Background: an optimization exercise with open tools, aiming at small area, a short achievable clock period and few clock cycles per item. Do not read the settings as production practice. No functional check of the RTL was part of any run shown here. No activity file was given, so power comes from the tool's default toggle rates.

==> flow/design.v, too long to show whole: its modules and the start of the top module <==
// module booth: 939 lines
// module menc: 4 lines
// module mbs: 3 lines
// module mbsn: 3 lines
// module mfa: 4 lines
// module mha: 4 lines
// module minv: 3 lines
// module mand: 3 lines
// module mxor: 3 lines
// module mao: 3 lines
module booth (
    input  wire        clk  ,
    input  wire        rst_n,
    input  wire [15:0] x    ,
    input  wire [15:0] y    ,
    input  wire        start,
    output wire [31:0] z    ,
    output wire        busy
);
  // ...
==> flow/run.sh <==
#!/bin/bash
# synth_recipe.tcl (not shown) runs the flow's synth.tcl, then flattens the netlist and writes it again
# the make line also repeats each setting of config.mk as NAME=value (left out here)
make -C /OpenROAD-flow-scripts/flow DESIGN_CONFIG=/design/flow/config.mk WORK_HOME=/design/flow/orfs CLKGATE_MAP_FILE= SYNTH_SCRIPT=/design/flow/synth_recipe.tcl finish
==> flow/config.mk <==
export PLATFORM = sky130hd
export DESIGN_NAME = booth
export DESIGN_NICKNAME = booth
export VERILOG_FILES = /design/flow/design.v
export SDC_FILE = /design/flow/constraint.sdc
export NUM_CORES = 4
export LEC_CHECK = 0
export CAP_MARGIN = 20
export CORE_MARGIN = 2
export CORE_UTILIZATION = 40
export SLEW_MARGIN = 20
export SYNTH_HIERARCHICAL = 1
export SYNTH_MINIMUM_KEEP_SIZE = 0
==> flow/constraint.sdc <==
create_clock -name core_clock -period 4.0 [get_ports {clk}]
set_input_delay 0.8000 -clock core_clock [delete_from_list [all_inputs] [get_ports {clk}]]
set_output_delay 0.8000 -clock core_clock [all_outputs]
set_load 0.01 [all_outputs]
==> out/metrics.csv, run 1 <==
metric;value;unit
outcome;no timing/DRC/antenna violations;
globalplace.congestion;0.868;
globalRouteOverflowTotal;0;
crit_path_start_kind;primary input;
syn_avg_cell_area;12.6;µm²
dieArea;23700;µm²
synth_seq_cells;62;
p_clk_share;8.9;%
endpoint;qb[18]$_DFFE_PP_;
syn2layout_area_growth;33.7;%
pin_count;68;
n_all_buffers;215;
comb_power_share;74.5;%
final_cell_mix;136 x a22oi_2, 108 x xnor2_1, 107 x buf_4, 75 x a21o_1, 67 x fa_1;
cts_tree;built;
finalHoldViolations;0;
synthFlopType;edfxtp_1;
ys_seq_area_share;20.7;%
p_leak;0.00487;µW
grtUsageTotal;19.9;%
criticalPathCategory;primary input to flop;
antenna_found_initial;0;
met2_usage;36.2;%
grt_pass1_wl;37300;µm
wl_met2;11700;µm
nNonClkInverters;8;
largest-register;qa;
gr-usage-met1;24.7;%
sh_seq_area;15.5;%
arrival;4.02;ns
p_seq_share;16.6;%
synth_warnings;7;
synthCells;715;
nNetsFinal;1103;
==> inputs of run 2 (changes only) <==
--- a/flow/config.mk
+++ b/flow/config.mk
@@ -8,6 +8,7 @@
 export CAP_MARGIN = 20
 export CORE_MARGIN = 2
 export CORE_UTILIZATION = 40
+export GPL_TIMING_DRIVEN = 0
 export SLEW_MARGIN = 20
 export SYNTH_HIERARCHICAL = 1
 export SYNTH_MINIMUM_KEEP_SIZE = 0
==> out/metrics.csv, run 2 <==
metric;value;unit;change
async_reset_ff_share;0;%;
synth-edff-count;62;;
critical_path.max_fanout;7;;
diodes;0;;
placedCellCount;1077;;
synth.top_cell.area_share;20.7;%;
htreeDepth;3;;
synth.largest_area_cell;edfxtp_1;;
total_power;9240;µW;
cp_top_family;adder cells;;
routed_wirelength;23800;µm;
ys_seq_area_share;20.7;%;unchanged
clock-sinks;62;;
portBuffers;65;;
relSlewSlack;57.5;%;
criticalPathCategory;primary input to flop;;
antenna_found_initial;0;;unchanged
setup_viol;0;;
synthTopCellsByArea;edfxtp_1 21%, fa_1 20%, a22oi_2 19%;;
vdd_ir_drop_max;437;µV;
clk_pin_slew_worst_paths;0.05;ns;
worstMarginPinSlew;0.638;ns;
grtUsageTotal;20.6;%;+0.77 points
dieArea;23700;µm²;unchanged
fill_cells;1821;;
synth_seq_cells;62;;unchanged
slew_violations;0;;
first_pass_iters;4;;
drt-initial-drc-count;396;;
synthFlopType;edfxtp_1;;
synth_warnings;7;;unchanged
syn2layout_area_growth;32.3;%;
die_w;154;µm;
grt_max_degree;60;;
viasPerCell;5.45;;
ys_top_cells_by_count;136 x a22oi_2, 128 x xnor2_1, 90 x fa_1;;
crit_path_start_kind;primary input;;
cts_tree;built;;
mostFrequentLayoutCell;a22oi_2;;
slowest_stage;fa_2;;
drc;0;;
final_cell_mix;136 x a22oi_2, 109 x xnor2_1, 108 x buf_4, 74 x a21o_1, 70 x fa_1;;
grt_pass1_wl;38300;µm;+2.6%
wl_per_cell;20.1;µm;
multi_input_area;7370;µm²;
num_vias;6459;;
p_leak;0.00482;µW;-1.1%
core-area;22000;µm²;
hold_path.class;primary input to flop;;
max_clock_freq;254;MHz;
largest-register;qa;;
final_layout_size_suffix_gt1_share;41.9;%;
start_util;40.9;%;
cp.required;4.08;ns;
pin_count;68;;unchanged
synth_compound_area_share;26.5;%;
cts-hold-fix-buffers;0;;
crit_chain;buf_2 -> buf_12 -> nand2_1 -> o22ai_4 -> buf_12 -> buf_6 -> a22oi_2 -> xnor2_2 -> fa_2 -> fa_2 -> fa_1 -> fa_1 -> ha_1;;
outcome;no timing/DRC/antenna violations;;
postRouteAntennaNets;0;;
syn_avg_cell_area;12.6;µm²;unchanged
synth_xor_area_share;17.1;%;
top_regs;qa: 32 flops, qb: 30 flops;;
synth.mux.area_fraction;0;%;
synth_fa_ha_area_share;28.3;%;
fin_cells;1185;;
globalRouteOverflowTotal;0;;unchanged
max_cap_violations;0;;
fin_ws;0.0561;ns;
numCtsBuffers;9;;
clk_path_buf_depth;2;;
dp_hpwl;15400;µm;
critical_path.max_stage_delay;0.55;ns;
largest_register_ffs;32;;
clock-root-buffer;clkbuf_16;;
dp_worst_setup_slack;-1.27;ns;
arrival;4.03;ns;about the same
ys_types;14;;
grt_pass1_vias;7149;;
end_kind;flop;;
fin_crit;3.94;ns;
finalHoldViolations;0;;unchanged
power_density;777;nW/µm²;
min_period_over_period;98.6;%;
syn-cell-area;8990;µm²;
synth_simple_gate_area_share;4.37;%;
globalplace.congestion;0.807;;-7.1%
register_area;1860;µm²;
rows;54;;
yosysMostFrequentCell;a22oi_2;;
die_h;154;µm;
synthCells;715;;unchanged
nNetsFinal;1085;;-1.6%
synth_top_family_by_area;adder cells;;
critical_path_buf_inv_count;4;;
==> run 2: cell count changes in the layout (fill, tap and decap cells not counted), sizes merged, moves of 3 or more <==
cell	previous run	this run
inv	11	8
clkdlybuf4s15	3	16
buf	150	138
clkdlybuf4s50	50	32
==> run 2: layout make-up <==
| cell class | instances | area share [%] |
|---|---|---|
| Multi-Input combinational cell | 624 | 62.0 |
| Sequential cell | 62 | 15.7 |
| Timing Repair Buffer | 163 | 14.5 |
| Tap cell | 280 | 2.95 |
| Buffer | 33 | 2.08 |
| Clock buffer | 10 | 1.93 |
| Clock inverter | 5 | 0.631 |
| Inverter | 8 | 0.252 |
==> run 2: cells by family after synthesis <==
group | Yosys count
DFF | 62
and+or+nand+nor | 66
adders and majority gates | 149
other | 1
xor gates and xnor gates | 175
buffers and inverters | 41
AOI/OAI and AO/OA | 221
==> run 2: what timing repair did <==
| action | 4_1_cts | 5_1_grt |
|---|---|---|
| pin swaps | 21 | 30 |
| endpoints found under the hold margin | 0 | 0 |
| cloned | 2 | 2 |
| buffers inserted | 68 | 21 |
| setup endpoints to repair | 51 | 30 |
| gates resized for setup | 74 | 49 |
==> run 2: final timing paths <==
check / from / end / slack, ns / depth (start not counted)
worst min-delay path: start / qa[25]$_DFFE_PP_ / 0.72 / 1
worst max-delay path: y[3] / qb[15]$_DFFE_PP_ / 0.06 / 13
==> run 2: Yosys stat by module, one instance, submodules excluded, excerpt <==
module	copies in the design	cells
mfa	90	1
menc	8	4
mbsn	8	2
minv	8	1
booth	1	96
mand	50	1
mxor	31	1
mha	59	1
==> run 2: power breakdown <==
| part | total, µW | leakage [µW] | switching (µW) | internal, µW |
|---|---|---|---|---|
| clock network | 843 | 0.000152 | 304 | 539 |
| logic | 7030 | 0.00406 | 3170 | 3860 |
| registers | 1370 | 0.000603 | 83.9 | 1290 |
==> run 2: routing by layer <==
metal | wire [µm] | global-route usage (%) | share of wire [%] | vias to the layer above
li1 | - | - | - | 2976
met5 | 0 | 0 | 0 | -
met1 | 9880 | 25.4 | 42 | 3272
met2 | 12000 | 36.5 | 51 | 167
met4 | 756 | 7.92 | 3.2 | 0
met3 | 1130 | 3.27 | 4.7 | 44
==> run 2: stage by stage <==
stage	hold slack (ns)	TNS, ns	area [µm²]	utilization [%]
final	0.716	0	11900	54.2
after global routing	0.711	-0.00854	11900	54.2
after CTS	0.711	0	11600	52.6
after detailed placement	1.07	-30.92	10400	47.3
after global placement	1.80	-83.67	10300	46.9
after floorplan	0.899	-0.0894	9300	-
==> inputs of run 3 (changes only) <==
==> flow/flow/run.sh (new file) <==
#!/bin/bash
set -euo pipefail
export BUFFER_PORTS_ARGS="-buffer_cell sky130_fd_sc_hd__buf_2"
bash standard.sh > standard.log 2>&1
==> flow/standard.sh (new file) <==
#!/bin/bash
# synth_recipe.tcl (not shown) runs the flow's synth.tcl, then flattens the netlist and writes it again
# the make line also repeats each setting of config.mk as NAME=value (left out here)
make -C /OpenROAD-flow-scripts/flow DESIGN_CONFIG=/design/flow/config.mk WORK_HOME=/design/flow/orfs CLKGATE_MAP_FILE= SYNTH_SCRIPT=/design/flow/synth_recipe.tcl "${@:-finish}"
--- a/flow/config.mk
+++ b/flow/config.mk
@@ -8,7 +8,6 @@
 export CAP_MARGIN = 20
 export CORE_MARGIN = 2
 export CORE_UTILIZATION = 40
-export GPL_TIMING_DRIVEN = 0
 export SLEW_MARGIN = 20
 export SYNTH_HIERARCHICAL = 1
 export SYNTH_MINIMUM_KEEP_SIZE = 0
removed: flow/run.sh
==> out/metrics.csv, run 3 <==
metric;value;unit;change
final_core_util;49.4;%;-4.8 points
ys_seq_area_share;20.7;%;unchanged
outcome;no timing/DRC/antenna violations;;
synth.top_cell.area_share;20.7;%;unchanged
slew_violations;0;;unchanged
first_pass_iters;4;;unchanged
htreeDepth;3;;unchanged
async_reset_ff_share;0;%;unchanged
nNetsFinal;1045;;-3.7%
placedCellCount;1130;;+4.9%
fin_cells;1146;;-3.3%
clk_path_buf_depth;2;;unchanged
die_w;154;µm;unchanged
dp_worst_setup_slack;-0.263;ns;+1.00 ns
antenna_found_initial;0;;unchanged
drc;0;;unchanged
start_util;40.9;%;unchanged
syn-cell-area;8990;µm²;unchanged
globalRouteOverflowTotal;0;;unchanged
power_density;700;nW/µm²;-9.9%
max_cap_violations;0;;unchanged
final_cell_mix;136 x a22oi_2, 128 x xnor2_1, 82 x buf_4, 78 x fa_1, 77 x a21o_1;;
largest-register;qa;;
min_path_cells;3;;+2
arrival;3.99;ns;-0.04 ns
synth.largest_area_cell;edfxtp_1;;
core-area;22000;µm²;unchanged
fin_crit;3.91;ns;-0.0323 ns
vdd_ir_drop_max;338;µV;-23%
synthFlopType;edfxtp_1;;
total_power;7600;µW;-18%
portBuffers;65;;unchanged
clock-root-buffer;clkbuf_16;;
synth_warnings;7;;unchanged
synthCells;715;;unchanged
drt-initial-drc-count;250;;-37%
criticalPathCategory;primary input to flop;;
die_h;154;µm;unchanged
ys_top_cells_by_count;136 x a22oi_2, 128 x xnor2_1, 90 x fa_1;;
worstMarginPinSlew;0.892;ns;+0.254 ns
cp.required;4.08;ns;about the same
numCtsBuffers;9;;unchanged
top_regs;qa: 32 flops, qb: 30 flops;;
pin_count;68;;unchanged
num_vias;6156;;-4.7%
ys_types;14;;unchanged
diodes;0;;unchanged
critical_path.max_fanout;11;;+4
hold_path.class;primary input to flop;;
multi_input_area;7160;µm²;-2.9%
fin_ws;0.0884;ns;+0.0323 ns
clock-sinks;62;;unchanged
postRouteAntennaNets;0;;unchanged
yosysMostFrequentCell;a22oi_2;;
globalplace.congestion;0.855;;+6.0%
min_period_over_period;97.8;%;-0.81 points
synthTopCellsByArea;edfxtp_1 21%, fa_1 20%, a22oi_2 19%;;
mostFrequentLayoutCell;a22oi_2;;
largest_register_ffs;32;;unchanged
synth_seq_cells;62;;unchanged
rows;54;;unchanged
grtUsageTotal;18.9;%;-1.8 points
rsz0062_at_grt;false;;
register_area;1860;µm²;unchanged
synth-edff-count;62;;unchanged
p_leak;0.00438;µW;-9.1%
dieArea;23700;µm²;unchanged
final_layout_size_suffix_gt1_share;39.5;%;-2.4 points
wl_per_cell;18.4;µm;-8.5%
viasPerCell;5.37;;-1.4%
dp_hpwl;17400;µm;+13%
syn_avg_cell_area;12.6;µm²;unchanged
routed_wirelength;21100;µm;-12%
syn2layout_area_growth;20.7;%;
cts_resized;0;;-100%
cts_tree;built;;
end_kind;flop;;
tns;0;ns;unchanged
setup_viol;0;;unchanged
relSlewSlack;40.6;%;-17 points
grt_max_degree;43;;-28%
grt_pass1_wl;35800;µm;-6.5%
fill_cells;1943;;+6.7%
max_clock_freq;256;MHz;+0.83%
finalHoldViolations;0;;unchanged
grt_pass1_vias;6823;;-4.6%
clk_pin_slew_worst_paths;0.06;ns;about the same
crit_path_start_kind;primary input;;
-- run 3: cell counts after synthesis --
No cell type changed its count.
-- run 3: power by group --
group / leakage, µW / internal, µW / total, µW / switching [µW]
Combinational: 0.00362 / 2560 / 5430 / 2870
Sequential: 0.000603 / 1290 / 1370 / 83.2
Clock: 0.000149 / 491 / 798 / 306
-- run 3: final timing paths --
path  start          endpoint  slack (ns)
max    y[5]  qb[17]$_DFFE_PP_        0.09
min    x[1]   qa[1]$_DFFE_PP_        1.04
-- run 3: per-layer routing --
layer | track usage, % | vias up | routed length [µm]
met5 | 0 | - | 0
met3 | 2.51 | 19 | 524
met2 | 34.4 | 94 | 11000
met4 | 4.36 | 0 | 259
met1 | 23.9 | 3159 | 9250
li1 | - | 2884 | -
-- run 3: worst max-delay path: stages --
cell	delay, ns
buf_2	0.22
xor2_4	0.48
a22oi_2	0.16
xnor2_1	0.23
fa_2	0.49
fa_2	0.39
fa_1	0.51
fa_1	0.42
ha_1	0.29
-- run 3: timing repair --
action / CTS / global route
hold buffers: 0 / 0
endpoints found under the setup margin: 0 / 1
buffers inserted: 0 / 0
-- run 3: modules after synthesis (local to each module, per instance), a selection --
module / flops+latches / cells inside / times used / area (µm²)
mfa: 0 / 1 / 90 / 20.0
booth: 62 / 96 / 1 / 2110
mbs: 0 / 2 / 128 / 21.3
menc: 0 / 4 / 8 / 31.3
mha: 0 / 1 / 59 / 12.5
mxor: 0 / 1 / 31 / 8.76
-- run 3: kinds of logic (layout without fill, tap and decap cells) --
logic type / count (synthesis) / count (layout) / share of synthesized area [%]
AO/OA/AOI/OAI: 221 / 221 / 26.5
AND/OR/NAND/NOR: 66 / 66 / 4.37
flip-flops: 62 / 62 / 20.7
other: 1 / 12 / 0.0417
XOR/XNOR: 175 / 175 / 17.1
buffers and inverters: 41 / 181 / 3.09
adder cells (fa/ha/maj): 149 / 149 / 28.3
-- run 3: cell type report --
cell class | instances | area share (%)
clock inverter | 7 | 0.738
timing repair buffer | 157 | 10.5
clock buffer | 9 | 2.08
multi-input combinational | 623 | 66.0
sequential | 62 | 17.2
inverter | 8 | 0.277
tap | 280 | 3.23
-- run 3: per-stage QoR --
| step | area (µm²) | hold WS, ns |
|---|---|---|
| floorplan | 9300 | 0.899 |
| global placement | 10500 | 1.34 |
| detailed placement | 10500 | 1.33 |
| CTS | 10800 | 1.02 |
| global route | 10800 | 1.06 |
| finish | 10800 | 1.04 |

-- port drivers added, routing unchanged --
No port has a modelled driver above. Below, the same layouts with a new extraction and two added sets of constraints.
Step 1 sets driving cells, clkbuf_16 on the clock port and buf_2 on the other inputs (assumed; they add their load-dependent delay and slew).
Step 2, shift: input delay + t, output delay - t, t = (earliest + latest rising clock arrival at the registers) / 2. This alone moves slack from input paths to output paths.
Slacks: no drivers / after step 1 / after step 2; pairs: no drivers / after step 1.
| run | t, ns | setup WS [ns] | worst setup path at the end | worst data-port slew with drivers (ns) |
|---|---|---|---|---|
| run 1 | 0.383 | 0.063 / 0.073 / -0.309 | input to register | 0.06 |
| run 2 | 0.389 | 0.056 / 0.075 / -0.314 | input to register | 0.06 |
| run 3 | 0.384 | 0.088 / 0.111 / -0.273 | input to register | 0.05 |
With both steps, setup timing fails in every run listed, where it was met with ideal ports. The setup slack of run 1, which loses most, moves by +0.010 ns with the drivers and by -0.372 ns with both steps.
